This design comes from an exercise in tuning for a short achievable clock period and few clock cycles per item on the open sky130 flow, not from production work.
The RTL was checked by simulation tests, not by an equivalence proof against the original design.
Power and IR drop assume default switching activity.

## flow/design.v

```verilog
`default_nettype none
module cpu(
	input clk,
	input rst,
	output reg [31:0] address,
	input [31:0] dataIn,
	output reg [31:0] dataOut,
	output reg writeEnable,
	output reg [3:0] writeMask,
	output reg transactionBegin,
	input transactionEnd
);
localparam [6:0] OPIMM = 7'd19;
localparam [6:0] LUI   = 7'd55;
localparam [6:0] AUIPC = 7'd23;
localparam [6:0] OP    = 7'd51;
localparam [6:0] JAL   = 7'd111;
localparam [6:0] JALR  = 7'd103;
localparam [6:0] BR    = 7'd99;
localparam [6:0] LD    = 7'd3;
localparam [6:0] ST    = 7'd35;
localparam [26:0] RF   = 27'h7000000;    
reg phF, phA, phB, phM, phW, phZ, phY;
reg [31:0] pc;      
reg [31:0] pc4;     
reg [31:0] pcB;     
reg [31:0] jbase;   
reg [31:0] j4;      
reg [31:0] eaddr;   
reg [31:0] t1, t0;  
reg sx7, sx15;      
reg [31:0] ir;      
reg [31:0] r1;      
reg [31:0] r1s;     
reg [31:0] imm;     
reg [31:0] r2x;     
reg zcin;           
reg brFlag;         
wire [6:0] op  = ir[6:0];
wire [2:0] f3  = ir[14:12];
wire [6:0] f7  = ir[31:25];
wire [4:0] rs2 = ir[24:20];
wire [4:0] rd  = ir[11:7];
wire iOPIMM = op == OPIMM;
wire iAUIPC = op == AUIPC;
wire iOP    = op == OP;
wire iJAL   = op == JAL;
wire iJALR  = op == JALR;
wire iBR    = op == BR;
wire iLD    = op == LD;
wire iST    = op == ST;
wire [31:0] Bimm  = { {20{ir[31]}}, ir[7], ir[30:25], ir[11:8], 1'b0 };
wire [31:0] Jimm  = { {12{ir[31]}}, ir[19:12], ir[20], ir[30:21], 1'b0 };
wire [31:0] Uimm  = { ir[31:12], 12'h000 };
wire [31:0] S2imm = { {20{ir[31]}}, ir[30:25], ir[11:7], 1'b0 };
wire [31:0] rdAddr = { RF, rd };
wire f7ok = f7 == 7'd0 || f7 == 7'd16;
wire zOp = f3 == 3'd0 || f3 == 3'd2 || f3 == 3'd3;
wire subOp = f3 == 3'd2 || f3 == 3'd3 || (f3 == 3'd0 && f7 == 7'd16);
wire [6:0] dop  = dataIn[6:0];
wire [2:0] df3  = dataIn[14:12];
wire [4:0] drs1 = dataIn[19:15];
wire [4:0] drs2 = dataIn[24:20];
wire [4:0] drd  = dataIn[11:7];
wire [31:0] dI  = { {20{dataIn[31]}}, dataIn[31:20] };
wire [31:0] dS2 = { {20{dataIn[31]}}, dataIn[30:25], dataIn[11:7], 1'b0 };
wire dImmSub = dop == OPIMM && (df3 == 3'd2 || df3 == 3'd3);
wire dOpSub = (dop == OP && (df3 == 3'd2 || df3 == 3'd3 || (df3 == 3'd0 && dataIn[31:25] == 7'd16))) ||
              dop == BR;
function [31:0] rev;
	input [31:0] x;
	integer i;
	begin
		for (i = 0; i < 32; i = i + 1) rev[i] = x[31 - i];
	end
endfunction
function flagF;
	input eq;
	input neg;
	input [2:0] f3;
	begin
		case (f3)
			3'd0: flagF = eq;
			3'd1: flagF = ~eq;
			3'd2, 3'd3: flagF = 1'b0;
			default: flagF = neg;
		endcase
	end
endfunction
wire logicOp = f3 == 3'd4 || f3 == 3'd6 || f3 == 3'd7;
function [63:0] logicT;    
	input [31:0] k;
	input [2:0] f3;
	begin
		case (f3)
			3'd4: logicT = {~k, k};
			3'd6: logicT = {32'hffffffff, k};
			default: logicT = {k, 32'd0};
		endcase
	end
endfunction
wire flagA = flagF(dataIn == 32'd0, dataIn[31], f3);
wire [31:0] dB = r1 - dataIn;
wire flagB = flagF(r1 == dataIn, dB[31], f3);
wire [31:0] perBit = (dataIn & t1) | (~dataIn & t0) |
                     ({32{sx7 & dataIn[7]}} & 32'hffffff00) | ({32{sx15 & dataIn[15]}} & 32'hffff0000);
wire [33:0] zfull = {1'b0, r1, 1'b1} + {1'b0, r2x, zcin};
wire [31:0] zsum = zfull[32:1];
wire zcout = zfull[33];
wire [31:0] zp = r1 ^ r2x;
wire [31:0] zo = r1 | r2x;
wire [7:0] zlo = {1'b0, r1[6:0]} + {1'b0, r2x[6:0]} + {7'd0, zcin};
wire zsmall = (zlo[7] == zp[7]) && (zp[31:8] == zo[30:7]);
wire [31:0] zsh = r1s << (iOPIMM ? ir[24:20] : r2x[4:0]);
reg [31:0] aluZ;
always @(*) begin
	case (f3)
		3'd0: aluZ = (f7 == 7'd0 || (iOP && f7 == 7'd16)) ? zsum : 32'd0;
		3'd1: aluZ = zsh;
		3'd2: aluZ = {31'd0, zcout};
		3'd3: aluZ = {31'd0, ~zsmall};
		3'd5: aluZ = f7ok ? rev(zsh) : 32'd0;
		3'd4, 3'd6: aluZ = imm;
		default: aluZ = 32'd0;
	endcase
end
reg [3:0] smask;
always @(*) begin
	case (f3)
		3'd0: smask = 4'b0001;
		3'd1: smask = 4'b0011;
		3'd2: smask = 4'b1111;
		default: smask = 4'b0000;
	endcase
end
wire [31:0] pcB_now = pc + Bimm;
reg nF, nA, nB, nM, nW, nZ, nY;
reg nbeg, nwe;
reg [3:0] nwm;
reg [31:0] naddr, ndout;
reg [31:0] ea, zaddr, zdata;
reg [63:0] tt;
always @(*) begin
	nF = 0; nA = 0; nB = 0; nM = 0; nW = 0; nZ = 0; nY = 0;
	nbeg = 1; nwe = 0; nwm = 4'hf;
	if (phF) begin
		if (dop == OPIMM || dop == LD || dop == JALR || dop == OP || dop == BR || dop == ST) begin
			if (drs1 != 5'd0) nA = 1;
			else if (dop == LD) nM = 1;
			else if (dop == JALR) begin nW = 1; nwe = 1; end
			else if (dop != OPIMM && drs2 != 5'd0) nB = 1;
			else begin nZ = 1; nbeg = 0; end
		end
		else if (dop == LUI || dop == JAL) begin nW = 1; nwe = 1; end
		else if (dop == AUIPC) begin nZ = 1; nbeg = 0; end
		else nF = 1;
	end
	else if (phA) begin
		if ((iOP || iBR || iST) && rs2 != 5'd0) nB = 1;
		else if (((iOPIMM || iOP) && logicOp) || iJALR) begin nW = 1; nwe = 1; end
		else if (iBR) begin
			nY = ~f3[1] | f3[2]; nF = ~nY; nbeg = nF;
		end
		else begin nZ = 1; nbeg = 0; end
	end
	else if (phB) begin
		if (iST) begin nM = 1; nwe = 1; nwm = smask; end
		else if (iBR) begin nY = ~f3[1] | f3[2]; nF = ~nY; nbeg = nF; end
		else if (logicOp) begin nW = 1; nwe = 1; end
		else begin nZ = 1; nbeg = 0; end
	end
	else if (phZ) begin
		if (iLD) nM = 1;
		else if (iST) begin nM = 1; nwe = 1; nwm = smask; end
		else if (iBR) nF = 1;
		else begin nW = 1; nwe = 1; end
	end
	else if (phM) begin
		if (iLD) begin nW = 1; nwe = 1; end
		else nF = 1;
	end
	else nF = 1;    
	if (phF) begin
		if (dop == OPIMM || dop == LD || dop == JALR || dop == OP || dop == BR || dop == ST) begin
			if (drs1 != 5'd0) naddr = { RF, drs1 };
			else if (dop == LD) naddr = dI;
			else if (dop == JALR) naddr = { RF, drd };
			else naddr = { RF, drs2 };
		end
		else if (dop == LUI || dop == JAL) naddr = { RF, drd };
		else naddr = pc;
	end
	else if (phZ) naddr = zaddr;
	else if (phY) naddr = brFlag ? pc4 : pcB;
	else if (phW && (iJAL || iJALR)) naddr = jbase + j4;
	else naddr = eaddr;
	if (phF) ndout = (dop == LUI) ? { dataIn[31:12], 12'h000 } : pc;
	else if (phZ) ndout = zdata;
	else ndout = perBit;
	if (iLD || iST) zaddr = zsum;
	else if (iBR) zaddr = (f3 == 3'd0) ? pc4 : pcB_now;    
	else zaddr = rdAddr;
	if (iAUIPC) zdata = pc + Uimm;
	else if (iST) zdata = 32'd0;
	else zdata = aluZ;
	if (phA) ea = ((iOP || iBR || iST) && rs2 != 5'd0) ? { RF, rs2 } : iBR ? pcB_now : rdAddr;
	else if (phB) ea = iST ? r1 + S2imm : iBR ? pcB_now : rdAddr;
	else if (phM) ea = iLD ? rdAddr : pc4;
	else ea = pc4;
	if (phA) tt = iJALR ? {pc, pc} : logicT(imm, f3);
	else if (phB) tt = iST ? {32'hffffffff, 32'd0} : logicT(r1, f3);
	else begin
		case (f3)
			3'd0, 3'd4: tt = {32'h000000ff, 32'd0};
			3'd1, 3'd5: tt = {32'h0000ffff, 32'd0};
			default: tt = {32'hffffffff, 32'd0};
		endcase
	end
end
always @(posedge clk) begin
	if (rst) begin
		phF <= 1; phA <= 0; phB <= 0; phM <= 0; phW <= 0; phZ <= 0; phY <= 0;
		transactionBegin <= 1;
		address <= 0;
		dataOut <= 0;
		writeEnable <= 0;
		writeMask <= 0;
		pc <= 0;
		pc4 <= 0;
		pcB <= 0;
		jbase <= 0;
		j4 <= 0;
		eaddr <= 0;
		t1 <= 0;
		t0 <= 0;
		sx7 <= 0;
		sx15 <= 0;
		ir <= 0;
		r1 <= 0;
		r1s <= 0;
		imm <= 0;
		r2x <= 0;
		zcin <= 0;
		brFlag <= 0;
	end
	else begin
		address <= naddr;
		dataOut <= ndout;
		writeEnable <= nwe;
		writeMask <= nwm;
		if (transactionBegin) begin
			transactionBegin <= 0;
		end
		else if (phZ || phY || transactionEnd) begin
			transactionBegin <= nbeg;
			phF <= nF; phA <= nA; phB <= nB; phM <= nM; phW <= nW; phZ <= nZ; phY <= nY;
		end
		if (transactionBegin && phF) pc <= address;
		pc4 <= pc + 32'd4;
		pcB <= pcB_now;
		jbase <= iJAL ? pc : r1;
		j4 <= Jimm + 32'd4;
		eaddr <= ea;
		{t1, t0} <= tt;
		sx7 <= phM && iLD && f3 == 3'd4;
		sx15 <= phM && iLD && f3 == 3'd5;
		brFlag <= phA ? flagA : flagB;
		if (phF) begin
			ir <= dataIn;
			r1 <= 0;
			r1s <= 0;
			imm <= (dop == OPIMM) ? dI : 32'd0;
			if (dop == OPIMM) r2x <= dImmSub ? ~dI : dI;
			else if (dop == LD) r2x <= dI;
			else if (dop == ST) r2x <= dS2;
			else r2x <= {32{dOpSub}};
			zcin <= dImmSub | dOpSub;
		end
		if (phA) begin
			r1 <= dataIn;
			r1s <= (f3 == 3'd5) ? rev(dataIn) : dataIn;
		end
		if (phB) r2x <= subOp ? ~dataIn : dataIn;
	end
end
endmodule
```

## flow/run.sh

```bash
#!/bin/bash
# synth_recipe.tcl (not shown) runs the flow's synth.tcl, then flattens the netlist and writes it again
# the make line also repeats each setting of config.mk as NAME=value (left out here)
make -C /OpenROAD-flow-scripts/flow DESIGN_CONFIG=/design/flow/config.mk WORK_HOME=/design/flow/orfs CLKGATE_MAP_FILE= SYNTH_SCRIPT=/design/flow/synth_recipe.tcl finish
```

## flow/config.mk

```make
export PLATFORM = sky130hd
export DESIGN_NAME = cpu
export DESIGN_NICKNAME = cpu
export VERILOG_FILES = /design/flow/design.v
export SDC_FILE = /design/flow/constraint.sdc
export NUM_CORES = 4
export LEC_CHECK = 0
export ABC_CLOCK_PERIOD_IN_PS = 2500
export CAP_MARGIN = 20
export CORE_MARGIN = 2
export CORE_UTILIZATION = 25
export PLACE_DENSITY = 0.45
export SETUP_SLACK_MARGIN = 5
export SLEW_MARGIN = 20
export TNS_END_PERCENT = 100
```

## flow/constraint.sdc

```tcl
create_clock -name core_clock -period 8.0 [get_ports {clk}]
set_input_delay 1.6000 -clock core_clock [delete_from_list [all_inputs] [get_ports {clk}]]
set_output_delay 1.6000 -clock core_clock [all_outputs]
set_load 0.01 [all_outputs]
```

==> out/metrics.cfg, run 1 <==
[timing]
rsz0062_at_grt=true
max_slew_margin_pct=25.8
fmax_mhz=284
maxSlewViolCount=0
fin_skew_ns=0.0256
tightest_slew_ns=1.11
fin_crit_ns=3.52
setup_viol=0
fin_ws_ns=4.48
post-route-period-util_pct=44.0
tns_ns=0
finalHoldViolCount=0

[logic_synthesis]
syn-mean-instance-area_sq_um=7.67
netlist_area_sq_mm=0.0337
synthesis.nets=4638
ys_seq_area_share_pct=27.5
synthFlopType=dfxtp_1
yosys.area.top_type=dfxtp_1
ys_seq_elements=464
synth_warnings=1
yosys-top-cells-area=dfxtp_1, ha_1, a21oi_1, nand2_1, nor2_1
yosysUniqueCellTypes=96
synth_cells=4399
synth-edff-count=0
synthArstFlopShare_pct=0
synth_top_area_share_pct=27.5

[hold_path]
min_from=address[13]
min_path_cells=2
min_to=pc[13]
min_path_type=reg -> reg

[cells_and_area]
fin_util_pct=34.5
fill_cells=13900
drive_above_1_share_pct=27.1
nets=4888
area_growth_pct=36.7

[grt]
top_usage_layer=met2
grt_max_degree=131
grt.total_usage_pct=27.5
grt_pass1_wl_mm=272
antenna_found_initial=12
met3_usage_pct=5.83
overflow=0
grt_util_met1_pct=35.0
grt_pass1_vias=35200
met2_usage_pct=43.0

[power_and_ir_drop]
leakage_nw=18.0
max-vdd-ir-drop_mv=0.180
p_per_area_mw_per_mm2=143

[floorplan]
core-area_sq_mm=0.134
start_util_pct=25.2
die_x_microns=371
io_pins=105
row_count=134
dieArea_sq_mm=0.138
die_height_microns=371

[clocking]
path_clk_slew_ns=0.07
clkSinkCount=464
ctsRootBufferMaster=clkbuf_16
cts_max_level=2
tritoncts=done
clk_path_buf_depth=3
clk_latency_ns=0.71
cts_buffers=59

[job]
max_cap_viol_count=0

[route]
routedWlPerCell_microns=30.5
viasPerCell=5.76
first_pass_iters=5
antenna_left=0
dr_total_vias=37300
drcViolationCount=0
totalWireLength_mm=197
drt_iter0_markers=4326

[setup_path]
cp_top_family=multiplexers
critical-path-max-stage-delay_ns=0.59
cp_max_fo=7
critPathRequiredTime_ns=8.55
reg2reg_slack_ns=4.48
reg2reg_to=dataOut[22]
reg2regPathDepth=12
setup.worst_path.class=reg -> reg
startpoint_type=flip-flop
worstPathCellList=nor4bb_4 -> buf_4 -> nand2_8 -> mux2i_4 -> buf_12 -> buf_16 -> mux4_2 -> a221oi_4 -> mux2_4 -> o22ai_2 -> a221oi_2 -> a21oi_1
crit_arrival_ns=4.08
crit_buf_inv=3
worstReg2RegStart=ir[2]
endpoint_kind=flip-flop
crit_slowest_cell=mux4_2

[place]
io_buffers=104
dp_hpwl_mm=135
gp_congestion=1.02
dp_slack_ns=2.92

[status]
outcome=no timing/DRC/antenna violations

==> power by group <==
| part | internal [mW] | total [mW] | switching [mW] |
|---|---|---|---|
| combinational | 0.381 | 1.07 | 0.684 |
| clock | 1.82 | 3.09 | 1.27 |
| sequential | 2.36 | 2.43 | 0.0658 |
| total | 4.56 | 6.58 | 2.02 |
==> cell families after synthesis <==
logic type                 Yosys count  share of synthesized area [%]
buffers and inverters              481                           5.68
and+or+nand+nor                   1392                           18.4
muxes                              217                           8.08
AOI/OAI and AO/OA                 1398                           26.3
adders and majority gates          204                           7.68
xor gates and xnor gates           243                           6.31
DFF                                464                           27.5
==> synthesized netlist by cell type, drive strengths merged (94+ instances only) <==
cell,count
o21ai,322
nand3,103
inv,136
dfxtp,464
ha,199
mux2i,155
xnor2,149
nand2,522
clkbuf,289
nor2,427
xor2,94
a21oi,438
==> registers in the layout, indices dropped and copies added (netlist names), 3 cells and up <==
register,count
pc4,31
eaddr,32
r2x,32
t0,32
writeMask,3
j4,21
ir,32
pcB,32
dataOut,32
r1,32
address,32
pc,32
jbase,32
imm,12
r1s,32
t1,32
==> worst max path at each step <==
stage | from | cells after the start | endpoint | slack (ns)
after floorplan | dataIn[29] | 11 | brFlag | 4.46
after global placement | dataIn[26] | 11 | r2x[1] | 2.91
after detailed placement | dataIn[26] | 11 | r2x[1] | 2.92
after CTS | ir[6] | 13 | dataOut[21] | 4.52
after global routing | ir[3] | 13 | dataOut[21] | 4.45
final | ir[2] | 12 | dataOut[22] | 4.48
==> layout make-up <==
class / instances / area (sq um) / area share [%]
flip-flops and latches: 464 / 9490 / 20.6
diodes: 6 / 15.0 / 0.0326
inverters: 137 / 606 / 1.31
clock inverters: 34 / 487 / 1.06
clock buffers: 78 / 1700 / 3.69
well taps: 1768 / 2210 / 4.80
repair buffers: 532 / 5330 / 11.6
multi-input cells: 3455 / 26300 / 57.0
==> metrics by stage <==
step           hold WS, ns  total power, mW  cell area, sq um  std cells
2_1_floorplan        0.439             2.94             34300       4399
3_3_place_gp         0.448             3.29             37100       6076
3_5_place_dp         0.446             3.29             37100       6077
4_1_cts              0.444             6.51             44300       6402
5_1_grt              0.472             6.73             46100       6469
6_report             0.436             6.58             46100       6474
==> cells in the final DEF (no fill, tap or decap), types with 40 or more instances in the layout <==
master         count
nand2_1          494
nor2_1           396
dfxtp_1          374
a21oi_1          362
buf_4            314
o21ai_0          248
ha_1             134
mux2i_1          130
xnor2_1          117
inv_1            112
nand3_1           96
xor2_1            84
a22oi_1           78
a21o_1            71
clkbuf_16         63
a21oi_2           58
dfxtp_2           56
buf_6             55
nor3_1            52
a31oi_1           52
buf_12            52
dlygate4sd2_1     52
ha_4              43
a211oi_1          40
==> worst min-delay path, stage by stage, from the launching register on <==
cell and delay (ns):
dfxtp_1 0.31, nand2_1 0.05, a21oi_1 0.05
==> timing repair <==
item	4_1_cts	5_1_grt
pin swaps	197	184
setup endpoints to repair	380	147
hold buffers	0	0
gates resized for setup	925	287
setup buffers	203	64
gates cloned	10	2
==> routing by layer <==
layer  part of all wire, %  up-vias
li1                      -    16400
met4                   6.4       14
met3                   9.0      525
met1                    40    18400
met5                 0.053        -
met2                    44     2030
Testbench counts, summed over its fixed seeds: cycles 257,999, transactions 96,000.
==> run 2, diff against run 1 <==
--- a/flow/design.v
+++ b/flow/design.v
@@ -22,3 +22,4 @@
 localparam [26:0] RF   = 27'h7000000;    
-reg phF, phA, phB, phM, phW, phZ, phY;
+reg phF, phA, phB, phM, phW, phZ, phY, phP;
+reg fresh;          
 reg [31:0] pc;      
@@ -37,2 +38,3 @@
 reg zcin;           
+reg [4:0] zsa;      
 reg brFlag;         
@@ -59,2 +61,5 @@
 wire subOp = f3 == 3'd2 || f3 == 3'd3 || (f3 == 3'd0 && f7 == 7'd16);
+wire [31:0] Iimm = { {20{ir[31]}}, ir[31:20] };
+wire immSub = iOPIMM && (f3 == 3'd2 || f3 == 3'd3);
+wire opSub = (iOP && subOp) || iBR;
 wire [6:0] dop  = dataIn[6:0];
@@ -66,5 +71,2 @@
 wire [31:0] dS2 = { {20{dataIn[31]}}, dataIn[30:25], dataIn[11:7], 1'b0 };
-wire dImmSub = dop == OPIMM && (df3 == 3'd2 || df3 == 3'd3);
-wire dOpSub = (dop == OP && (df3 == 3'd2 || df3 == 3'd3 || (df3 == 3'd0 && dataIn[31:25] == 7'd16))) ||
-              dop == BR;
 function [31:0] rev;
@@ -113,3 +115,3 @@
 wire zsmall = (zlo[7] == zp[7]) && (zp[31:8] == zo[30:7]);
-wire [31:0] zsh = r1s << (iOPIMM ? ir[24:20] : r2x[4:0]);
+wire [31:0] zsh = r1s << zsa;
 reg [31:0] aluZ;
@@ -136,3 +138,3 @@
 wire [31:0] pcB_now = pc + Bimm;
-reg nF, nA, nB, nM, nW, nZ, nY;
+reg nF, nA, nB, nM, nW, nZ, nY, nP;
 reg nbeg, nwe;
@@ -143,3 +145,3 @@
 always @(*) begin
-	nF = 0; nA = 0; nB = 0; nM = 0; nW = 0; nZ = 0; nY = 0;
+	nF = 0; nA = 0; nB = 0; nM = 0; nW = 0; nZ = 0; nY = 0; nP = 0;
 	nbeg = 1; nwe = 0; nwm = 4'hf;
@@ -151,3 +153,3 @@
 			else if (dop != OPIMM && drs2 != 5'd0) nB = 1;
-			else begin nZ = 1; nbeg = 0; end
+			else begin nP = 1; nbeg = 0; end
 		end
@@ -181,2 +183,3 @@
 	end
+	else if (phP) begin nZ = 1; nbeg = 0; end
 	else nF = 1;    
@@ -221,3 +224,5 @@
 	if (rst) begin
-		phF <= 1; phA <= 0; phB <= 0; phM <= 0; phW <= 0; phZ <= 0; phY <= 0;
+		phF <= 1; phA <= 0; phB <= 0; phM <= 0; phW <= 0; phZ <= 0; phY <= 0; phP <= 0;
+		fresh <= 0;
+		zsa <= 0;
 		transactionBegin <= 1;
@@ -253,5 +258,5 @@
 		end
-		else if (phZ || phY || transactionEnd) begin
+		else if (phZ || phY || phP || transactionEnd) begin
 			transactionBegin <= nbeg;
-			phF <= nF; phA <= nA; phB <= nB; phM <= nM; phW <= nW; phZ <= nZ; phY <= nY;
+			phF <= nF; phA <= nA; phB <= nB; phM <= nM; phW <= nW; phZ <= nZ; phY <= nY; phP <= nP;
 		end
@@ -272,7 +277,3 @@
 			imm <= (dop == OPIMM) ? dI : 32'd0;
-			if (dop == OPIMM) r2x <= dImmSub ? ~dI : dI;
-			else if (dop == LD) r2x <= dI;
-			else if (dop == ST) r2x <= dS2;
-			else r2x <= {32{dOpSub}};
-			zcin <= dImmSub | dOpSub;
+			zsa <= (dop == OPIMM) ? dataIn[24:20] : 5'd0;
 		end
@@ -282,3 +283,14 @@
 		end
-		if (phB) r2x <= subOp ? ~dataIn : dataIn;
+		fresh <= phF && transactionEnd;
+		if (fresh) begin
+			if (iOPIMM) r2x <= immSub ? ~Iimm : Iimm;
+			else if (iLD) r2x <= Iimm;
+			else if (iST) r2x <= S2imm;
+			else r2x <= {32{opSub}};
+			zcin <= immSub | opSub;
+		end
+		if (phB) begin
+			r2x <= subOp ? ~dataIn : dataIn;
+			zsa <= dataIn[4:0];
+		end
 	end
==> out/metrics.cfg, run 2 <==
[timing]
post-route-period-util_pct=38.9  ; was 44.0%
tns_ns=0  ; unchanged
maxSlewViolCount=0  ; unchanged
fmax_mhz=321  ; was 284 MHz
setup_viol=0  ; unchanged
max_slew_margin_pct=13.7  ; was 25.8%
hold_ws_ns=0.450  ; was 0.436 ns
tightest_slew_ns=1.28  ; was 1.11 ns
fin_skew_ns=0.0339  ; was 0.0256 ns
finalHoldViolCount=0  ; unchanged
fin_crit_ns=3.12  ; was 3.52 ns
rsz0062_at_grt=true  ; unchanged
fin_ws_ns=4.88  ; was 4.48 ns

[logic_synthesis]
synth_top_family_by_area=compound AO/OA/AOI/OAI gates  ; unchanged
synth_cells=4421  ; was 4399
synthesis.nets=4660  ; was 4638
yosysUniqueCellTypes=100  ; was 96
synth_xor_area_share_pct=6.24  ; was 6.31%
ys_seq_elements=471  ; was 464
synthArstFlopShare_pct=0  ; unchanged
synth_compound_area_share_pct=26.7  ; was 26.3%
yosys.area_share.simple_pct=18.7  ; was 18.4%
synthFlopType=dfxtp_1  ; unchanged
synthMuxAreaShare_pct=7.35  ; was 8.08%
netlist_area_sq_mm=0.0339  ; was 0.0337 sq mm
synth_top_area_share_pct=27.8  ; was 27.5%
synth_fa_ha_area_share_pct=7.63  ; was 7.68%
synth_warnings=1  ; unchanged
yosysMostFrequentCell=nand2_1  ; unchanged
synth_common_cells=nand2_1, dfxtp_1, a21oi_1  ; unchanged
yosys.area.top_type=dfxtp_1  ; unchanged
syn-mean-instance-area_sq_um=7.68  ; was 7.67 sq um
ys_seq_area_share_pct=27.8  ; was 27.5%
yosys-top-cells-area=dfxtp_1, ha_1, a21oi_1, nand2_1, nor2_1  ; unchanged
synth-edff-count=0  ; unchanged

[power_and_ir_drop]
p_per_area_mw_per_mm2=149  ; was 143 mW/mm^2
leakage_nw=16.9  ; was 18.0 nW
max-vdd-ir-drop_mv=0.165  ; was 0.180 mV

[setup_path]
worstReg2RegStart=r1[2]  ; was ir[2]
reg2regPathDepth=10  ; was 12
worstPathCellList=clkdlybuf4s15_1 -> buf_8 -> buf_4 -> nand2_1 -> nor4_1 -> o31ai_1 -> a21oi_1  ; was nor4bb_4 -> buf_4 -> nand2_8 -> mux2i_4 -> buf_12 -> buf_16 -> mux4_2 -> a221oi_4 -> mux2_4 -> o22ai_2 -> a221oi_2 -> a21oi_1
crit_buf_inv=3  ; unchanged
crit_slowest_cell=nor4_1  ; was mux4_2
startpoint_type=input pin  ; was flip-flop
cp_top_family=simple AND/OR/NAND/NOR gates  ; was multiplexers
reg2reg_slack_ns=4.95  ; was 4.48 ns
critical-path-max-stage-delay_ns=1.04  ; was 0.59 ns
setup.worst_path.class=in -> reg  ; was reg -> reg
critPathRequiredTime_ns=8.60  ; was 8.55 ns
reg2reg_to=dataOut[5]  ; was dataOut[22]
crit_arrival_ns=3.72  ; was 4.08 ns
endpoint_kind=flip-flop  ; unchanged
cp_max_fo=5  ; was 7

[place]
dp_hpwl_mm=133  ; was 135 mm
io_buffers=104  ; unchanged
gp_congestion=0.964  ; was 1.02
dp_slack_ns=2.58  ; was 2.92 ns
place_inst=6090  ; was 6077

[floorplan]
die_height_microns=372  ; was 371 microns
dieArea_sq_mm=0.139  ; was 0.138 sq mm
start_util_pct=25.1  ; was 25.2%
core-area_sq_mm=0.135  ; was 0.134 sq mm
io_pins=105  ; unchanged
die_x_microns=372  ; was 371 microns
row_count=135  ; was 134

[clocking]
path_clk_slew_ns=0.06  ; was 0.07 ns
hold_buffers=0  ; unchanged
clk_latency_ns=0.71  ; about the same
cts_max_level=2  ; unchanged
cts_buffers=59  ; unchanged
clk_path_buf_depth=3  ; unchanged
clkSinkCount=471  ; was 464
ctsRootBufferMaster=clkbuf_16  ; unchanged
tritoncts=done  ; unchanged

[hold_path]
min_path_cells=2  ; unchanged
min_path_type=reg -> reg  ; unchanged
min_to=pc[11]  ; was pc[13]
min_from=address[11]  ; was address[13]

[cells_and_area]
layout_common_cells=nand2_1, a21oi_1, nor2_1, dfxtp_1, buf_4  ; was nand2_1, nor2_1, dfxtp_1, a21oi_1, buf_4
area_growth_pct=30.3  ; was 36.7%
fin_cells=6391  ; was 6474
fill_cells=14200  ; was 13900
nets=4799  ; was 4888
drive_above_1_share_pct=23.9  ; was 27.1%
final_common_cell=nand2_1  ; unchanged

[route]
first_pass_iters=6  ; was 5
dr_total_vias=36400  ; was 37300
viasPerCell=5.69  ; was 5.76
drt_iter0_markers=4398  ; was 4326
routedWlPerCell_microns=29.4  ; was 30.5 microns
drcViolationCount=0  ; unchanged
antenna_left=0  ; unchanged
totalWireLength_mm=188  ; was 197 mm

[grt]
antenna_found_initial=7  ; was 12
grt_pass1_wl_mm=261  ; was 272 mm
grt.total_usage_pct=26.0  ; was 27.5%
overflow=0  ; unchanged
grt_max_degree=173  ; was 131
grt_pass1_vias=34100  ; was 35200

[job]
max_cap_viol_count=0  ; unchanged

[status]
outcome=no timing/DRC/antenna violations  ; unchanged

==> run 2: cell count changes after synthesis, moves of 29 or more <==
cell,before,now
o21ai_0,306,254
nand2_1,521,571
a31oi_1,64,33
mux2i_1,152,122
o21ai_1,14,44
buf_2,6,35
==> run 2: layout make-up <==
cell class / instances / area (sq um) / share of cell area, %
diodes: 2 / 5.00 / 0.0113
clock buffers: 80 / 1720 / 3.89
clock inverters: 29 / 423 / 0.956
inverters: 134 / 567 / 1.28
multi-input cells: 3462 / 25500 / 57.6
flip-flops and latches: 471 / 9650 / 21.8
well taps: 1781 / 2230 / 5.04
repair buffers: 432 / 4160 / 9.39
==> run 2: worst max-delay path by stage <==
stage / start / endpoint / slack (ns) / cells past startpoint
floorplan: dataIn[27] / brFlag / 4.63 / 10
global placement: dataIn[0] / address[4] / 2.61 / 9
detailed placement: dataIn[1] / address[2] / 2.58 / 9
CTS: ir[6] / address[4] / 4.94 / 9
global route: r1[2] / address[13] / 4.87 / 12
finish: dataIn[4] / phZ / 4.88 / 7
==> run 2: timing repair <==
item | 4_1_cts | 5_1_grt
gates cloned | 2 | 4
resized for setup | 731 | 264
pin swaps | 92 | 116
buffers inserted | 115 | 69
setup endpoints to repair | 325 | 135
==> run 2: routing by layer <==
layer / GRT usage, % / up-vias / wire length [microns]
met4: 13.7 / 4 / 11700
met1: 34.9 / 17900 / 79900
met3: 4.35 / 423 / 15200
li1: - / 16300 / -
met5: 0 / - / 27
met2: 39.8 / 1760 / 80900
==> run 2: cell families (layout without fill, tap and decap cells) <==
family | after synthesis | after routing
other | 0 | 2
DFF | 471 | 471
AOI/OAI and AO/OA | 1396 | 1396
xor gates and xnor gates | 242 | 242
muxes | 202 | 202
adders and majority gates | 204 | 204
and+or+nand+nor | 1418 | 1418
buffers and inverters | 488 | 675
==> run 2: report_power, final <==
part           internal (mW)  total (mW)  leakage [nW]  switching, mW
clock network           1.82        3.05          1.06           1.23
logic                  0.368        1.06          12.0          0.689
registers               2.40        2.47          3.88         0.0725
==> run 2: worst register-to-register path: cells and delay by family, from the launching register on <==
family,cells,cell delay [ns]
AOI/OAI and AO/OA,6,1.28
buffers and inverters,1,0.14
DFF,1,0.32
xor gates and xnor gates,1,0.64
adders and majority gates,1,0.26
and+or+nand+nor,1,0.26
==> run 2: stage by stage <==
stage	util, %	area, sq um	power [mW]
floorplan	-	34500	3.05
detailed placement	27.6	37300	3.40
global route	32.7	44200	6.74
finish	32.7	44200	6.58
global placement	27.6	37300	3.40
CTS	31.4	42400	6.53
Testbench counts of run 2, summed over its fixed seeds: cycles 259,151, transactions 96,000.
==> run 3, diff against run 2 <==
==> flow/flow/run.sh (new file) <==
#!/bin/bash
# The standard layout (the standard.sh: ORFS synthesis to final layout),
# with ORFS's timing repair aimed further below the clock period: the repair
# margin SETUP_SLACK_MARGIN is raised from 5 ns to 6 ns. Everything else,
# including the synthesis, the clock period and the constraints, is the
# standard flow's. The full output of the flow goes to flow.log.
set -euo pipefail
sed 's/SETUP_SLACK_MARGIN=[0-9.]*/SETUP_SLACK_MARGIN=6/' standard.sh > standard_margin.sh
grep -q 'SETUP_SLACK_MARGIN=6' standard_margin.sh
bash standard_margin.sh > flow.log 2>&1
==> flow/standard.sh (new file) <==
#!/bin/bash
# synth_recipe.tcl (not shown) runs the flow's synth.tcl, then flattens the netlist and writes it again
# the make line also repeats each setting of config.mk as NAME=value (left out here)
make -C /OpenROAD-flow-scripts/flow DESIGN_CONFIG=/design/flow/config.mk WORK_HOME=/design/flow/orfs CLKGATE_MAP_FILE= SYNTH_SCRIPT=/design/flow/synth_recipe.tcl "${@:-finish}"
removed: flow/run.sh
==> out/metrics.cfg, run 3 <==
[logic_synthesis]
synthFlopType=dfxtp_1  ; unchanged
yosysMostFrequentCell=nand2_1  ; unchanged
netlist_area_sq_mm=0.0339  ; unchanged
yosys.area.top_type=dfxtp_1  ; unchanged
synthArstFlopShare_pct=0  ; unchanged
syn-mean-instance-area_sq_um=7.68  ; unchanged
synthesis.nets=4660  ; unchanged
synth_warnings=1  ; unchanged
synth_top_area_share_pct=27.8  ; unchanged
synth_common_cells=nand2_1, dfxtp_1, a21oi_1  ; unchanged
yosys-top-cells-area=dfxtp_1, ha_1, a21oi_1, nand2_1, nor2_1  ; unchanged
ys_seq_area_share_pct=27.8  ; unchanged
synth-edff-count=0  ; unchanged
synth_cells=4421  ; unchanged
ys_seq_elements=471  ; unchanged
yosysUniqueCellTypes=100  ; unchanged

[route]
drcViolationCount=0  ; unchanged
totalWireLength_mm=208  ; was 188 mm
viasPerCell=5.80  ; was 5.69
routedWlPerCell_microns=30.9  ; was 29.4 microns
first_pass_iters=6  ; unchanged
drt_iter0_markers=4629  ; was 4398
dr_total_vias=39100  ; was 36400
antenna_left=0  ; unchanged

[hold_path]
min_to=pc[13]  ; was pc[11]
min_path_cells=2  ; unchanged
min_path_type=reg -> reg  ; unchanged
min_from=address[13]  ; was address[11]

[job]
max_cap_viol_count=0  ; unchanged

[timing]
fmax_mhz=323  ; was 321 MHz
tns_ns=0  ; unchanged
maxSlewViolCount=0  ; unchanged
max_slew_margin_pct=31.3  ; was 13.7%
tightest_slew_ns=1.03  ; was 1.28 ns
rsz0062_at_grt=true  ; unchanged
fin_skew_ns=0.0339  ; about the same
finalHoldViolCount=0  ; unchanged
setup_viol=0  ; unchanged
fin_crit_ns=3.10  ; was 3.12 ns
post-route-period-util_pct=38.7  ; was 38.9%
hold_ws_ns=0.452  ; was 0.450 ns

[floorplan]
core-area_sq_mm=0.135  ; unchanged
die_x_microns=372  ; unchanged
start_util_pct=25.1  ; unchanged
dieArea_sq_mm=0.139  ; unchanged
io_pins=105  ; unchanged
row_count=135  ; unchanged
die_height_microns=372  ; unchanged

[cells_and_area]
fin_cells=6743  ; was 6391
nets=5152  ; was 4799
final_common_cell=nand2_1  ; unchanged
area_growth_pct=56.3  ; was 30.3%
fill_cells=13500  ; was 14200
layout_common_cells=nand2_1, buf_4, nor2_1, dfxtp_1, a21oi_1  ; was nand2_1, a21oi_1, nor2_1, dfxtp_1, buf_4
fin_util_pct=39.3  ; was 32.7%
drive_above_1_share_pct=42.5  ; was 23.9%
design_area_sq_mm=0.0531  ; was 0.0442 sq mm

[setup_path]
endpoint_kind=flip-flop  ; unchanged
critPathRequiredTime_ns=8.61  ; was 8.60 ns
startpoint_type=input pin  ; unchanged
setup.worst_path.class=in -> reg  ; unchanged
critical-path-max-stage-delay_ns=0.30  ; was 1.04 ns
reg2reg_to=eaddr[31]  ; was dataOut[5]
crit_slowest_cell=nor4_4  ; was nor4_1
crit_arrival_ns=3.71  ; was 3.72 ns
reg2regPathDepth=14  ; was 10
worstReg2RegStart=ir[8]  ; was r1[2]
crit_top_cell=nand4_1
critPathLaunch=dataIn[26]  ; was dataIn[4]
reg2reg_slack_ns=4.91  ; was 4.95 ns
worstPathCellList=buf_6 -> buf_12 -> inv_6 -> ha_4 -> nand4_1 -> nor4_4 -> buf_4 -> nand4_1 -> nor4_2 -> xnor2_1 -> or3_1 -> a31oi_1  ; was clkdlybuf4s15_1 -> buf_8 -> buf_4 -> nand2_1 -> nor4_1 -> o31ai_1 -> a21oi_1
cp_max_fo=3  ; was 5

[clocking]
clk_path_buf_depth=3  ; unchanged
ctsRootBufferMaster=clkbuf_16  ; unchanged
cts_buffers=60  ; was 59
clk_latency_ns=0.72  ; was 0.71 ns
clkSinkCount=471  ; unchanged
cts_max_level=2  ; unchanged
path_clk_slew_ns=0.06  ; about the same
tritoncts=done  ; unchanged

[power_and_ir_drop]
max-vdd-ir-drop_mv=0.165  ; about the same
leakage_nw=20.2  ; was 16.9 nW
p_per_area_mw_per_mm2=129  ; was 149 mW/mm^2

[place]
gp_congestion=0.988  ; was 0.964
io_buffers=104  ; unchanged
dp_hpwl_mm=134  ; was 133 mm
place_inst=6079  ; was 6090
place_area_sq_mm=0.0382  ; was 0.0373 sq mm

[grt]
grt_pass1_wl_mm=282  ; was 261 mm
grt_pass1_vias=36400  ; was 34100
antenna_found_initial=11  ; was 7
grt.total_usage_pct=28.5  ; was 26.0%
grt_max_degree=74  ; was 173
overflow=0  ; unchanged

[status]
outcome=no timing/DRC/antenna violations  ; unchanged

## run 3: layout make-up
class | count | area (sq um) | share of cell area, %
clock inverter | 24 | 367 | 0.691
timing repair buffer | 783 | 8800 | 16.6
multi-input combinational | 3463 | 29400 | 55.5
antenna | 2 | 5.00 | 0.00943
inverter | 134 | 624 | 1.18
clock buffer | 85 | 1760 | 3.32
tap | 1781 | 2230 | 4.20
sequential | 471 | 9850 | 18.6
## run 3: metal layers
| layer | GRT usage (%) | vias up | part of all wire [%] |
|---|---|---|---|
| li1 | - | 17000 | - |
| met1 | 36.5 | 19200 | 40 |
| met2 | 43.5 | 2270 | 43 |
| met3 | 5.87 | 660 | 9.2 |
| met4 | 18.0 | 10 | 8.1 |
| met5 | 0 | - | 0.033 |
## run 3: power by group
group,switching [mW],total [mW],leakage [nW],internal [mW]
Sequential,0.0780,2.47,3.92,2.39
Combinational,0.821,1.35,15.2,0.525
Clock,1.25,3.05,1.04,1.81
Total,2.14,6.87,20.2,4.72
## run 3: timing repair
item	CTS	global route
buffers inserted	364	157
cloned	24	8
pin swaps	367	296
hold buffers	0	0
resized for setup	1809	441
setup endpoints to repair	538	432
## run 3: kinds of logic (layout without fill, tap and decap cells)
| logic type | Yosys count | after routing | synth area share [%] |
|---|---|---|---|
| and+or+nand+nor | 1418 | 1419 | 18.7 |
| AOI/OAI and AO/OA | 1396 | 1396 | 26.7 |
| buffers and inverters | 488 | 1026 | 5.68 |
| DFF | 471 | 471 | 27.8 |
| xor gates and xnor gates | 242 | 242 | 6.24 |
| adders and majority gates | 204 | 204 | 7.63 |
| muxes | 202 | 202 | 7.35 |
| other | 0 | 2 | 0 |
## run 3: per-stage QoR
step	worst slack [ns]	total power [mW]
after global placement	3.16	3.44
final	4.90	6.87
after floorplan	4.63	3.13
after CTS	4.77	6.74
after detailed placement	3.07	3.44
after global routing	4.80	7.03
## run 3: worst max path at each step
stage	endpoint	depth (start not counted)
finish	brFlag	12
floorplan	brFlag	10
detailed placement	address[0]	7
global placement	address[3]	7
CTS	address[25]	13
global route	brFlag	12
## run 3: worst max-delay path, delay by kind of cell
family                     cells  cell delay (ns)
adders and majority gates      1             0.25
and+or+nand+nor                5             1.18
buffers and inverters          4             0.40
xor gates and xnor gates       1             0.09
AOI/OAI and AO/OA              1             0.17
==> run 4, diff against run 3 <==
==> flow/flow/run.sh (replaced) <==
#!/bin/bash
# The standard layout (the standard.sh: ORFS synthesis to final layout),
# with ORFS's timing repair aimed further below the clock period: the repair
# margin SETUP_SLACK_MARGIN is raised from 5 ns to 8 ns. Everything else,
# including the synthesis, the clock period and the constraints, is the
# standard flow's. The full output of the flow goes to flow.log.
set -euo pipefail
sed 's/SETUP_SLACK_MARGIN=[0-9.]*/SETUP_SLACK_MARGIN=8/' standard.sh > standard_margin.sh
grep -q 'SETUP_SLACK_MARGIN=8' standard_margin.sh
bash standard_margin.sh > flow.log 2>&1
==> out/metrics.cfg, run 4 <==
[timing]
rsz0062_at_grt=true  ; unchanged
fin_skew_ns=0.0292  ; was 0.0339 ns
setup_viol=0  ; unchanged
post-route-period-util_pct=38.5  ; was 38.7%
fin_crit_ns=3.08  ; was 3.10 ns
tns_ns=0  ; unchanged
hold_ws_ns=0.482  ; was 0.452 ns
finalHoldViolCount=0  ; unchanged
max_slew_margin_pct=28.2  ; was 31.3%
maxSlewViolCount=0  ; unchanged
tightest_slew_ns=1.08  ; was 1.03 ns
fmax_mhz=325  ; was 323 MHz
fin_ws_ns=4.92  ; was 4.90 ns

[setup_path]
crit_arrival_ns=3.65  ; was 3.71 ns
reg2reg_to=eaddr[25]  ; was eaddr[31]
critPathLaunch=ir[8]  ; was dataIn[26]
critical-path-max-stage-delay_ns=0.37  ; was 0.30 ns
worstReg2RegStart=ir[8]  ; unchanged
reg2regPathDepth=14  ; unchanged
startpoint_type=flip-flop  ; was input pin
crit_slowest_cell=dfxtp_4  ; was nor4_4
cp_max_fo=2  ; was 3
worstPathCellList=ha_4 -> inv_2 -> fa_2 -> nand2b_4 -> a21oi_4 -> o41a_1 -> buf_12 -> a21oi_4 -> o221ai_4 -> a211o_1 -> a221oi_4 -> xor2_2 -> buf_4 -> o32ai_2  ; was buf_6 -> buf_12 -> inv_6 -> ha_4 -> nand4_1 -> nor4_4 -> buf_4 -> nand4_1 -> nor4_2 -> xnor2_1 -> or3_1 -> a31oi_1
endpoint_kind=flip-flop  ; unchanged
reg2reg_slack_ns=4.92  ; was 4.91 ns
critPathRequiredTime_ns=8.58  ; was 8.61 ns
cp_top_family=compound AO/OA/AOI/OAI gates  ; was simple AND/OR/NAND/NOR gates
setup.worst_path.class=reg -> reg  ; was in -> reg
crit_buf_inv=3  ; was 4
crit_top_cell=a21oi_4  ; was nand4_1

[hold_path]
min_path_type=reg -> reg  ; unchanged
min_from=address[22]  ; was address[13]
min_to=pc[22]  ; was pc[13]
min_path_cells=2  ; unchanged

[logic_synthesis]
netlist_area_sq_mm=0.0339  ; unchanged
yosysUniqueCellTypes=100  ; unchanged
synthArstFlopShare_pct=0  ; unchanged
syn-mean-instance-area_sq_um=7.68  ; unchanged
synth-edff-count=0  ; unchanged
synth_top_area_share_pct=27.8  ; unchanged
synth_warnings=1  ; unchanged
synth_common_cells=nand2_1, dfxtp_1, a21oi_1  ; unchanged
ys_seq_area_share_pct=27.8  ; unchanged
synthesis.nets=4660  ; unchanged
yosys-top-cells-area=dfxtp_1, ha_1, a21oi_1, nand2_1, nor2_1  ; unchanged
yosysMostFrequentCell=nand2_1  ; unchanged
synth_cells=4421  ; unchanged
ys_seq_elements=471  ; unchanged
yosys.area.top_type=dfxtp_1  ; unchanged
synthFlopType=dfxtp_1  ; unchanged

[clocking]
path_clk_slew_ns=0.06  ; about the same
ctsRootBufferMaster=clkbuf_16  ; unchanged
clk_latency_ns=0.71  ; was 0.72 ns
cts_max_level=2  ; unchanged
tritoncts=done  ; unchanged
clkSinkCount=471  ; unchanged
cts_buffers=59  ; was 60
clk_path_buf_depth=3  ; unchanged

[power_and_ir_drop]
p_per_area_mw_per_mm2=125  ; was 129 mW/mm^2
max-vdd-ir-drop_mv=0.168  ; was 0.165 mV
power.total_mw=7.08  ; was 6.87 mW
leakage_nw=21.5  ; was 20.2 nW

[place]
dp_hpwl_mm=135  ; was 134 mm
io_buffers=104  ; unchanged
place_area_sq_mm=0.0383  ; was 0.0382 sq mm
gp_congestion=0.956  ; was 0.988
dp_slack_ns=2.55  ; was 3.07 ns
place_inst=6082  ; was 6079

[route]
drcViolationCount=0  ; unchanged
first_pass_iters=6  ; unchanged
dr_total_vias=40800  ; was 39100
viasPerCell=5.95  ; was 5.80
drt_iter0_markers=4942  ; was 4629
antenna_left=0  ; unchanged
totalWireLength_mm=226  ; was 208 mm
routedWlPerCell_microns=32.9  ; was 30.9 microns

[cells_and_area]
fin_cells=6862  ; was 6743
drive_above_1_share_pct=46.9  ; was 42.5%
fin_util_pct=42.0  ; was 39.3%
design_area_sq_mm=0.0567  ; was 0.0531 sq mm
fill_cells=13000  ; was 13500
nets=5271  ; was 5152
area_growth_pct=67.2  ; was 56.3%
layout_common_cells=nand2_1, buf_4, dfxtp_1, nor2_1, buf_6  ; was nand2_1, buf_4, nor2_1, dfxtp_1, a21oi_1
final_common_cell=nand2_1  ; unchanged

[grt]
overflow=0  ; unchanged
grt_pass1_vias=38100  ; was 36400
grt.total_usage_pct=31.1  ; was 28.5%
grt_pass1_wl_mm=305  ; was 282 mm
antenna_found_initial=10  ; was 11
grt_max_degree=60  ; was 74

[floorplan]
start_util_pct=25.1  ; unchanged
row_count=135  ; unchanged
dieArea_sq_mm=0.139  ; unchanged
die_height_microns=372  ; unchanged
core-area_sq_mm=0.135  ; unchanged
die_x_microns=372  ; unchanged
io_pins=105  ; unchanged

[job]
max_cap_viol_count=0  ; unchanged

[status]
outcome=no timing/DRC/antenna violations  ; unchanged

-- run 4: area by class of cell --
| class | count | area, sq um | area share, % |
|---|---|---|---|
| clock inverters | 19 | 275 | 0.485 |
| multi-input cells | 3468 | 30400 | 53.5 |
| repair inverters | 1 | 16.3 | 0.0287 |
| inverters | 134 | 661 | 1.16 |
| flip-flops and latches | 471 | 9840 | 17.3 |
| well taps | 1781 | 2230 | 3.93 |
| clock buffers | 87 | 1780 | 3.13 |
| repair buffers | 897 | 11600 | 20.4 |
| diodes | 4 | 10.0 | 0.0176 |
-- run 4: routing by layer --
metal	GRT usage (%)	vias up	part of all wire, %
li1	-	17300	-
met1	38.5	20000	39
met2	47.2	2634	43
met3	6.46	878	9.5
met4	23.9	2	9.3
met5	0	-	0.0049
-- run 4: worst register-to-register path, cell delays in order, from the launching register on --
cell,delay [ns]
dfxtp_4,0.37
ha_4,0.17
inv_2,0.05
fa_2,0.23
nand2b_4,0.16
a21oi_4,0.07
o41a_1,0.36
buf_12,0.15
a21oi_4,0.19
o221ai_4,0.14
a211o_1,0.35
a221oi_4,0.34
xor2_2,0.19
buf_4,0.14
o32ai_2,0.06
-- run 4: power breakdown --
group	total (mW)	leakage (nW)	internal, mW	switching (mW)
Sequential	2.47	3.92	2.39	0.0824
Combinational	1.63	16.6	0.688	0.947
Clock	2.97	1.01	1.74	1.23
Total	7.08	21.5	4.82	2.26
-- run 4: kinds of logic (layout without fill, tap and decap cells) --
kind of cell	after synthesis	in the layout	synth area share [%]
compound gates	1396	1396	26.7
simple gates	1418	1424	18.7
buf+inv	488	1138	5.68
mux	202	202	7.35
fa+ha+maj	204	204	7.63
flops	471	471	27.8
xor+xnor	242	242	6.24
other cells	0	4	0
-- run 4: how the worst max path moves through the flow --
stage,endpoint,slack (ns),cells after the start
final,eaddr[25],4.92,14
after global routing,brFlag,4.83,12
after CTS,address[25],4.75,14
after detailed placement,address[0],2.55,9
after global placement,address[0],2.58,9
after floorplan,brFlag,4.63,10
-- run 4: what timing repair did --
| action | 4_1_cts | 5_1_grt |
|---|---|---|
| hold buffers | 0 | 0 |
| gates cloned | 91 | 2 |
| buffers inserted | 415 | 162 |
| pin swaps | 435 | 330 |
| resized for setup | 2040 | 594 |
| setup endpoints to repair | 541 | 541 |
| endpoints found under the hold margin | 0 | 0 |
==> run 5, diff against run 4 <==
==> flow/flow/run.sh (replaced) <==
#!/bin/bash
# The standard layout (the standard.sh: ORFS synthesis to final layout),
# with ORFS's timing repair aimed further below the clock period: the repair
# margin SETUP_SLACK_MARGIN is raised from 5 ns to 10 ns. Everything else,
# including the synthesis, the clock period and the constraints, is the
# standard flow's. The full output of the flow goes to flow.log.
set -euo pipefail
sed 's/SETUP_SLACK_MARGIN=[0-9.]*/SETUP_SLACK_MARGIN=10/' standard.sh > standard_margin.sh
grep -q 'SETUP_SLACK_MARGIN=10' standard_margin.sh
bash standard_margin.sh > flow.log 2>&1
==> out/metrics.cfg, run 5 <==
[status]
outcome=no timing/DRC/antenna violations  ; unchanged

[cells_and_area]
nets=5271  ; unchanged
design_area_sq_mm=0.0567  ; unchanged
drive_above_1_share_pct=46.9  ; unchanged
area_growth_pct=67.2  ; unchanged
layout_common_cells=nand2_1, buf_4, dfxtp_1, nor2_1, buf_6  ; unchanged
fin_util_pct=42.0  ; unchanged
final_common_cell=nand2_1  ; unchanged

[power_and_ir_drop]
leakage_nw=21.5  ; unchanged
power.total_mw=7.08  ; unchanged
max-vdd-ir-drop_mv=0.168  ; unchanged
p_per_area_mw_per_mm2=125  ; unchanged

[setup_path]
setup.worst_path.class=reg -> reg  ; unchanged
endpoint_kind=flip-flop  ; unchanged
crit_arrival_ns=3.65  ; about the same
worstPathCellList=ha_4 -> inv_2 -> fa_2 -> nand2b_4 -> a21oi_4 -> o41a_1 -> buf_12 -> a21oi_4 -> o221ai_4 -> a211o_1 -> a221oi_4 -> xor2_2 -> buf_4 -> o32ai_2  ; unchanged
critical-path-max-stage-delay_ns=0.37  ; about the same
cp_top_family=compound AO/OA/AOI/OAI gates  ; unchanged
crit_buf_inv=3  ; unchanged
crit_top_cell=a21oi_4  ; unchanged
worstReg2RegStart=ir[8]  ; unchanged
critPathLaunch=ir[8]  ; unchanged
crit_slowest_cell=dfxtp_4  ; unchanged
cp_max_fo=2  ; unchanged
critPathRequiredTime_ns=8.58  ; about the same
startpoint_type=flip-flop  ; unchanged

[logic_synthesis]
yosysUniqueCellTypes=100  ; unchanged
ys_seq_area_share_pct=27.8  ; unchanged
yosys-top-cells-area=dfxtp_1, ha_1, a21oi_1, nand2_1, nor2_1  ; unchanged
ys_seq_elements=471  ; unchanged
yosys.area.top_type=dfxtp_1  ; unchanged
synth_warnings=1  ; unchanged
yosysMostFrequentCell=nand2_1  ; unchanged
synth_common_cells=nand2_1, dfxtp_1, a21oi_1  ; unchanged
netlist_area_sq_mm=0.0339  ; unchanged
synthArstFlopShare_pct=0  ; unchanged
synth_cells=4421  ; unchanged
syn-mean-instance-area_sq_um=7.68  ; unchanged
synthesis.nets=4660  ; unchanged
synthFlopType=dfxtp_1  ; unchanged
synth_top_area_share_pct=27.8  ; unchanged
synth-edff-count=0  ; unchanged

[clocking]
tritoncts=done  ; unchanged
ctsRootBufferMaster=clkbuf_16  ; unchanged
hold_buffers=0  ; unchanged
clkSinkCount=471  ; unchanged
clk_path_buf_depth=3  ; unchanged
cts_buffers=59  ; unchanged
path_clk_slew_ns=0.06  ; about the same
cts_max_level=2  ; unchanged
clk_latency_ns=0.71  ; about the same

[timing]
max_slew_margin_pct=28.2  ; unchanged
finalHoldViolCount=0  ; unchanged
tns_ns=0  ; unchanged
rsz0062_at_grt=true  ; unchanged
maxSlewViolCount=0  ; unchanged
tightest_slew_ns=1.08  ; unchanged
fin_skew_ns=0.0292  ; unchanged
fin_crit_ns=3.08  ; unchanged
setup_viol=0  ; unchanged
post-route-period-util_pct=38.5  ; unchanged
hold_ws_ns=0.482  ; unchanged
fmax_mhz=325  ; unchanged

[route]
routedWlPerCell_microns=32.9  ; unchanged
top_layer_used=met5  ; unchanged
viasPerCell=5.95  ; unchanged
wl_met1_mm=87.1  ; unchanged
drt_iter0_markers=4942  ; unchanged
first_pass_iters=6  ; unchanged
antenna_left=0  ; unchanged
wl_met3_mm=21.3  ; unchanged
totalWireLength_mm=226  ; unchanged
wl_met2_mm=96.2  ; unchanged
drcViolationCount=0  ; unchanged
dr_total_vias=40800  ; unchanged

[place]
place_area_sq_mm=0.0383  ; unchanged
gp_congestion=0.956  ; unchanged
dp_hpwl_mm=135  ; unchanged
io_buffers=104  ; unchanged

[job]
max_cap_viol_count=0  ; unchanged

[floorplan]
start_util_pct=25.1  ; unchanged
die_height_microns=372  ; unchanged
die_x_microns=372  ; unchanged
core-area_sq_mm=0.135  ; unchanged
row_count=135  ; unchanged
io_pins=105  ; unchanged
dieArea_sq_mm=0.139  ; unchanged

[hold_path]
min_from=address[22]  ; unchanged
min_path_type=reg -> reg  ; unchanged

[grt]
grt_pass1_wl_mm=305  ; unchanged
grt_pass1_vias=38100  ; unchanged
grt_max_degree=60  ; unchanged
antenna_found_initial=10  ; unchanged
overflow=0  ; unchanged
grt.total_usage_pct=31.1  ; unchanged

-- run 5: cell counts after synthesis --
No cell type changed its count.
-- run 5: worst register-to-register path, stage by stage (launching register included) --
cell,delay [ns]
dfxtp_4,0.37
ha_4,0.17
inv_2,0.05
fa_2,0.23
nand2b_4,0.16
a21oi_4,0.07
o41a_1,0.36
buf_12,0.15
a21oi_4,0.19
o221ai_4,0.14
a211o_1,0.35
a221oi_4,0.34
xor2_2,0.19
buf_4,0.14
o32ai_2,0.06
-- run 5: per-stage QoR --
step	cells	worst slack, ns
after floorplan	4421	4.63
after global placement	6082	2.58
after detailed placement	6082	2.55
after CTS	6694	4.75
after global routing	6859	4.83
final	6862	4.92
-- run 5: final timing paths --
check	end	slack (ns)	cells after the start
worst min register to register	pc[22]	0.48	2
worst max-delay path	eaddr[25]	4.92	14
worst max register to register	eaddr[25]	4.92	14
worst min-delay path	pc[22]	0.48	2
-- run 5: power by group --
group	leakage, nW	switching, mW	internal, mW
Clock	1.01	1.23	1.74
Sequential	3.92	0.0824	2.39
Combinational	16.6	0.947	0.688
-- run 5: layer usage --
metal,track usage [%],vias to the layer above
met1,38.5,20000
met2,47.2,2634
met4,23.9,2
li1,-,17300
met5,0,-
met3,6.46,878
-- run 5: area by class of cell --
type                       count  area [sq um]
tap                         1781          2230
timing repair inverter         1          16.3
clock inverter                19           275
clock buffer                  87          1780
timing repair buffer         897         11600
sequential                   471          9840
fill                       13000         78400
antenna                        4          10.0
multi-input combinational   3468         30400
inverter                     134           661
-- run 5: kinds of logic (layout without fill, tap and decap cells) --
kind of cell	count (synthesis)	in the layout	synth area share (%)
AND/OR/NAND/NOR	1418	1424	18.7
AO/OA/AOI/OAI	1396	1396	26.7
buffers and inverters	488	1138	5.68
flip-flops	471	471	27.8
XOR/XNOR	242	242	6.24
adder cells (fa/ha/maj)	204	204	7.63
multiplexers	202	202	7.35
other	0	4	0
-- run 5: repair_timing --
item | CTS | global route
cloned | 91 | 2
buffers inserted | 415 | 162
resized for setup | 2040 | 594
pin swaps | 435 | 330
setup endpoints to repair | 541 | 541
==> run 6, diff against run 5 <==
--- a/flow/design.v
+++ b/flow/design.v
@@ -35,2 +35,3 @@
 reg [31:0] r1s;     
+reg zx;             
 reg [31:0] imm;     
@@ -116,2 +117,12 @@
 wire [31:0] zsh = r1s << zsa;
+reg [31:0] aluI;
+always @(*) begin
+	case (f3)
+		3'd0: aluI = (f7 == 7'd0) ? Iimm : 32'd0;
+		3'd2: aluI = {31'd0, Iimm == 32'd0};                                     
+		3'd3: aluI = {31'd0, ~(Iimm == 32'd0 || (ir[31:27] == 5'h1f && ir[26:20] != 7'd0))};   
+		3'd4, 3'd6: aluI = Iimm;
+		default: aluI = 32'd0;
+	endcase
+end
 reg [31:0] aluZ;
@@ -137,3 +148,15 @@
 end
-wire [31:0] pcB_now = pc + Bimm;
+function [31:0] addSx;
+	input [31:0] x;
+	input [15:0] o;
+	input s;
+	reg [16:0] lo;
+	begin
+		lo = {1'b0, x[15:0]} + {1'b0, o};
+		addSx[15:0] = lo[15:0];
+		addSx[31:16] = lo[16] ? (s ? x[31:16] : x[31:16] + 16'd1) : (s ? x[31:16] - 16'd1 : x[31:16]);
+	end
+endfunction
+wire [31:0] pcB_now = addSx(pc, Bimm[15:0], ir[31]);
+wire [31:0] sAddr_now = addSx(r1, S2imm[15:0], ir[31]);
 reg nF, nA, nB, nM, nW, nZ, nY, nP;
@@ -152,3 +175,4 @@
 			else if (dop == JALR) begin nW = 1; nwe = 1; end
-			else if (dop != OPIMM && drs2 != 5'd0) nB = 1;
+			else if (dop == OPIMM) begin nZ = 1; nbeg = 0; end
+			else if (drs2 != 5'd0) nB = 1;
 			else begin nP = 1; nbeg = 0; end
@@ -203,3 +227,3 @@
 	if (iLD || iST) zaddr = zsum;
-	else if (iBR) zaddr = (f3 == 3'd0) ? pc4 : pcB_now;    
+	else if (iBR) zaddr = (f3 == 3'd0) ? pc4 : pcB;    
 	else zaddr = rdAddr;
@@ -207,5 +231,6 @@
 	else if (iST) zdata = 32'd0;
+	else if (zx) zdata = aluI;
 	else zdata = aluZ;
 	if (phA) ea = ((iOP || iBR || iST) && rs2 != 5'd0) ? { RF, rs2 } : iBR ? pcB_now : rdAddr;
-	else if (phB) ea = iST ? r1 + S2imm : iBR ? pcB_now : rdAddr;
+	else if (phB) ea = iST ? sAddr_now : iBR ? pcB_now : rdAddr;
 	else if (phM) ea = iLD ? rdAddr : pc4;
@@ -226,2 +251,3 @@
 		fresh <= 0;
+		zx <= 0;
 		zsa <= 0;
@@ -284,2 +310,3 @@
 		fresh <= phF && transactionEnd;
+		zx <= phF && dop == OPIMM && drs1 == 5'd0;
 		if (fresh) begin
==> flow/flow/run.sh (replaced) <==
#!/bin/bash
# The standard layout (the standard.sh: ORFS synthesis to final layout),
# with ORFS's timing repair aimed further below the clock period: the repair
# margin SETUP_SLACK_MARGIN is raised from 5 ns to 8 ns. Everything else,
# including the synthesis, the clock period and the constraints, is the
# standard flow's. The full output of the flow goes to flow.log.
set -euo pipefail
sed 's/SETUP_SLACK_MARGIN=[0-9.]*/SETUP_SLACK_MARGIN=8/' standard.sh > standard_margin.sh
grep -q 'SETUP_SLACK_MARGIN=8' standard_margin.sh
bash standard_margin.sh > flow.log 2>&1
==> out/metrics.cfg, run 6 <==
[grt]
grt.total_usage_pct=31.9  ; was 31.1%
grt_pass1_vias=37800  ; was 38100
grt_max_degree=57  ; was 60
antenna_found_initial=9  ; was 10
overflow=0  ; unchanged
grt_pass1_wl_mm=306  ; was 305 mm

[logic_synthesis]
synth_warnings=1  ; unchanged
synth_cells=4314  ; was 4421
synthArstFlopShare_pct=0  ; unchanged
synth_common_cells=nand2_1, dfxtp_1, nor2_1  ; was nand2_1, dfxtp_1, a21oi_1
ys_seq_area_share_pct=28.7  ; was 27.8%
synthFlopType=dfxtp_1  ; unchanged
synthesis.nets=4527  ; was 4660
syn-mean-instance-area_sq_um=7.62  ; was 7.68 sq um
synth_top_area_share_pct=28.7  ; was 27.8%
netlist_area_sq_mm=0.0329  ; was 0.0339 sq mm
yosysUniqueCellTypes=99  ; was 100
yosysMostFrequentCell=nand2_1  ; unchanged
yosys-top-cells-area=dfxtp_1, ha_1, a21oi_1, nand2_1, mux2i_1  ; was dfxtp_1, ha_1, a21oi_1, nand2_1, nor2_1
synth-edff-count=0  ; unchanged
ys_seq_elements=472  ; was 471
yosys.area.top_type=dfxtp_1  ; unchanged

[place]
gp_congestion=0.980  ; was 0.956
dp_slack_ns=2.89  ; was 2.55 ns
dp_hpwl_mm=130  ; was 135 mm
io_buffers=104  ; unchanged

[clocking]
clk_path_buf_depth=3  ; unchanged
tritoncts=done  ; unchanged
ctsRootBufferMaster=clkbuf_16  ; unchanged
cts_max_level=2  ; unchanged
clkSinkCount=472  ; was 471
cts_buffers=56  ; was 59
hold_buffers=0  ; unchanged
clk_latency_ns=0.68  ; was 0.71 ns
path_clk_slew_ns=0.06  ; about the same

[setup_path]
worstReg2RegStart=r1[0]  ; was ir[8]
reg2reg_slack_ns=4.69  ; was 4.92 ns
crit_slowest_cell=fa_2  ; was dfxtp_4
startpoint_type=flip-flop  ; unchanged
critical-path-max-stage-delay_ns=0.40  ; was 0.37 ns
setup.worst_path.class=reg -> reg  ; unchanged
crit_arrival_ns=3.81  ; was 3.65 ns
cp_max_fo=3  ; was 2
critPathLaunch=r1[0]  ; was ir[8]
endpoint_kind=flip-flop  ; unchanged
critPathRequiredTime_ns=8.50  ; was 8.58 ns
worstPathCellList=fa_2 -> a211oi_4 -> o211a_4 -> buf_6 -> buf_6 -> or4_4 -> a31oi_4 -> a222oi_1 -> nand2b_1 -> a21oi_2 -> xnor2_2 -> o21ai_2 -> o311ai_4  ; was ha_4 -> inv_2 -> fa_2 -> nand2b_4 -> a21oi_4 -> o41a_1 -> buf_12 -> a21oi_4 -> o221ai_4 -> a211o_1 -> a221oi_4 -> xor2_2 -> buf_4 -> o32ai_2
crit_top_cell=buf_6  ; was a21oi_4

[route]
antenna_left=0  ; unchanged
drcViolationCount=0  ; unchanged
viasPerCell=5.92  ; was 5.95
dr_total_vias=40200  ; was 40800
drt_iter0_markers=5011  ; was 4942
totalWireLength_mm=227  ; was 226 mm
first_pass_iters=9  ; was 6
routedWlPerCell_microns=33.4  ; was 32.9 microns

[timing]
max_slew_margin_pct=30.3  ; was 28.2%
post-route-period-util_pct=41.4  ; was 38.5%
fin_crit_ns=3.31  ; was 3.08 ns
fin_ws_ns=4.69  ; was 4.92 ns
tightest_slew_ns=1.05  ; was 1.08 ns
rsz0062_at_grt=true  ; unchanged
fmax_mhz=302  ; was 325 MHz
finalHoldViolCount=0  ; unchanged
maxSlewViolCount=0  ; unchanged
tns_ns=0  ; unchanged
setup_viol=0  ; unchanged
fin_skew_ns=0.0263  ; was 0.0292 ns

[floorplan]
row_count=133  ; was 135
die_x_microns=367  ; was 372 microns
core-area_sq_mm=0.131  ; was 0.135 sq mm
dieArea_sq_mm=0.134  ; was 0.139 sq mm
start_util_pct=25.1  ; about the same
io_pins=105  ; unchanged
die_height_microns=367  ; was 372 microns

[power_and_ir_drop]
comb_power_share_pct=20.4  ; was 23.1%
p_int_mw=4.75  ; was 4.82 mW
power.total_mw=6.78  ; was 7.08 mW
pwr-share-seq_pct=36.1  ; was 34.9%
switching_power_mw=2.04  ; was 2.26 mW
p_per_area_mw_per_mm2=120  ; was 125 mW/mm^2
p_sw_share_pct=30.0  ; was 31.9%
leakage_nw=21.1  ; was 21.5 nW
clkPwrFrac_pct=43.5  ; was 42.0%
max-vdd-ir-drop_mv=0.183  ; was 0.168 mV

[cells_and_area]
area_growth_pct=72.2  ; was 67.2%
drive_above_1_share_pct=48.6  ; was 46.9%
layout_common_cells=nand2_1, buf_4, nor2_1, dfxtp_1, buf_6  ; was nand2_1, buf_4, dfxtp_1, nor2_1, buf_6
final_common_cell=nand2_1  ; unchanged
nets=5213  ; was 5271

[job]
max_cap_viol_count=0  ; unchanged

[hold_path]
min_from=address[26]  ; was address[22]
min_path_type=reg -> reg  ; unchanged

[status]
outcome=no timing/DRC/antenna violations  ; unchanged

run 6: layout make-up:
cell class,count,area (sq um)
fill,12500,74300
antenna,2,5.00
tap,1755,2200
inverter,128,608
timing repair buffer,1005,13000
timing repair inverter,1,7.51
sequential,472,9830
clock inverter,19,359
clock buffer,79,1670
multi-input combinational,3336,28900
run 6: cells by family (layout without fill, tap and decap cells):
logic type | after synthesis | in the layout | synth area share (%)
xor+xnor | 219 | 219 | 5.83
buf+inv | 513 | 1232 | 6.33
other cells | 0 | 2 | 0
simple gates | 1419 | 1424 | 19.4
fa+ha+maj | 178 | 178 | 6.89
compound gates | 1310 | 1312 | 25.9
flops | 472 | 472 | 28.7
mux | 203 | 203 | 6.90
run 6: final timing paths:
check	to	depth (start not counted)
worst max-delay path	address[29]	13
worst min-delay path	pc[26]	2
worst max register to register	address[29]	13
worst min register to register	pc[26]	2
run 6: worst max-delay path, delay by kind of cell (launching register included):
family / cells / cell delay (ns)
AO/OA/AOI/OAI: 7 / 1.67
adder cells (fa/ha/maj): 1 / 0.40
flip-flops: 1 / 0.38
AND/OR/NAND/NOR: 2 / 0.29
buffers and inverters: 2 / 0.24
XOR/XNOR: 1 / 0.16
run 6: stage by stage:
step	util, %	cell area [sq um]	cells	hold WS, ns
final	43.2	56600	6797	0.476
after global routing	43.2	56600	6796	0.493
after CTS	40.0	52300	6599	0.482
after detailed placement	28.4	37100	5916	0.465
after global placement	28.4	37100	5916	0.458
after floorplan	-	35700	4314	0.452
run 6: metal layers:
| metal | vias up | track usage, % | part of all wire (%) |
|---|---|---|---|
| met3 | 916 | 6.94 | 10 |
| met5 | - | 0 | 0.028 |
| li1 | 16900 | - | - |
| met1 | 19600 | 39.7 | 38 |
| met2 | 2763 | 47.2 | 42 |
| met4 | 8 | 26.0 | 10 |
run 6: power groups by stage:
stage / registers (mW) / clock network [mW] / logic, mW
4_1_cts: 2.44 / 2.96 / 1.22
3_3_place_gp: 2.52 / 0 / 0.737
3_5_place_dp: 2.52 / 0 / 0.735
5_1_grt: 2.45 / 3.05 / 1.41
6_report: 2.45 / 2.95 / 1.39
2_1_floorplan: 2.48 / 0 / 0.523
run 6: timing repair:
action                                  in CTS  in global routing
buffers inserted                           491                190
endpoints found under the setup margin     542                542
cloned                                      94                  5
resized for setup                         2066                586
pin swaps                                  445                443
Testbench counts of run 6, summed over its fixed seeds: cycles 258,280, transactions 96,000.

[what the ideal ports hide]
No port has a modelled driver above. Below, the same layouts with a new extraction and two added sets of constraints. Step 1 sets driving cells, clkbuf_16 on the clock port and buf_2 on the other inputs (assumed; they add their load-dependent delay and slew). Step 2, shift: input delay + t, output delay - t, t = (earliest + latest rising clock arrival at the registers) / 2. This alone moves slack from input paths to output paths. a / b / c = ideal / step 1 / step 2; a / b = the first two.
run	t, ns	setup slack, ns	worst hold slack (ns)	worst setup path after step 2	latest minus earliest clock arrival (ns)
run 1	0.778	4.478 / 4.478 / 3.961	0.436 / 0.436 / 0.436	input to register	0.027 / 0.027
run 2	0.766	4.884 / 4.935 / 4.169	0.450 / 0.450 / 0.450	input to register	0.034 / 0.035
run 3	0.778	4.902 / 4.906 / 4.162	0.452 / 0.452 / 0.452	input to register	0.034 / 0.033
run 4	0.776	4.922 / 4.922 / 4.219	0.482 / 0.482 / 0.482	input to register	0.029 / 0.029
run 5	0.776	4.922 / 4.922 / 4.219	0.482 / 0.482 / 0.482	input to register	0.029 / 0.029
run 6	0.749	4.687 / 4.687 / 4.234	0.476 / 0.476 / 0.476	input to register	0.027 / 0.026
After both steps every run listed still meets setup and hold. The setup slack of run 3, which loses most, moves by +0.004 ns with the drivers and by -0.740 ns with both steps.
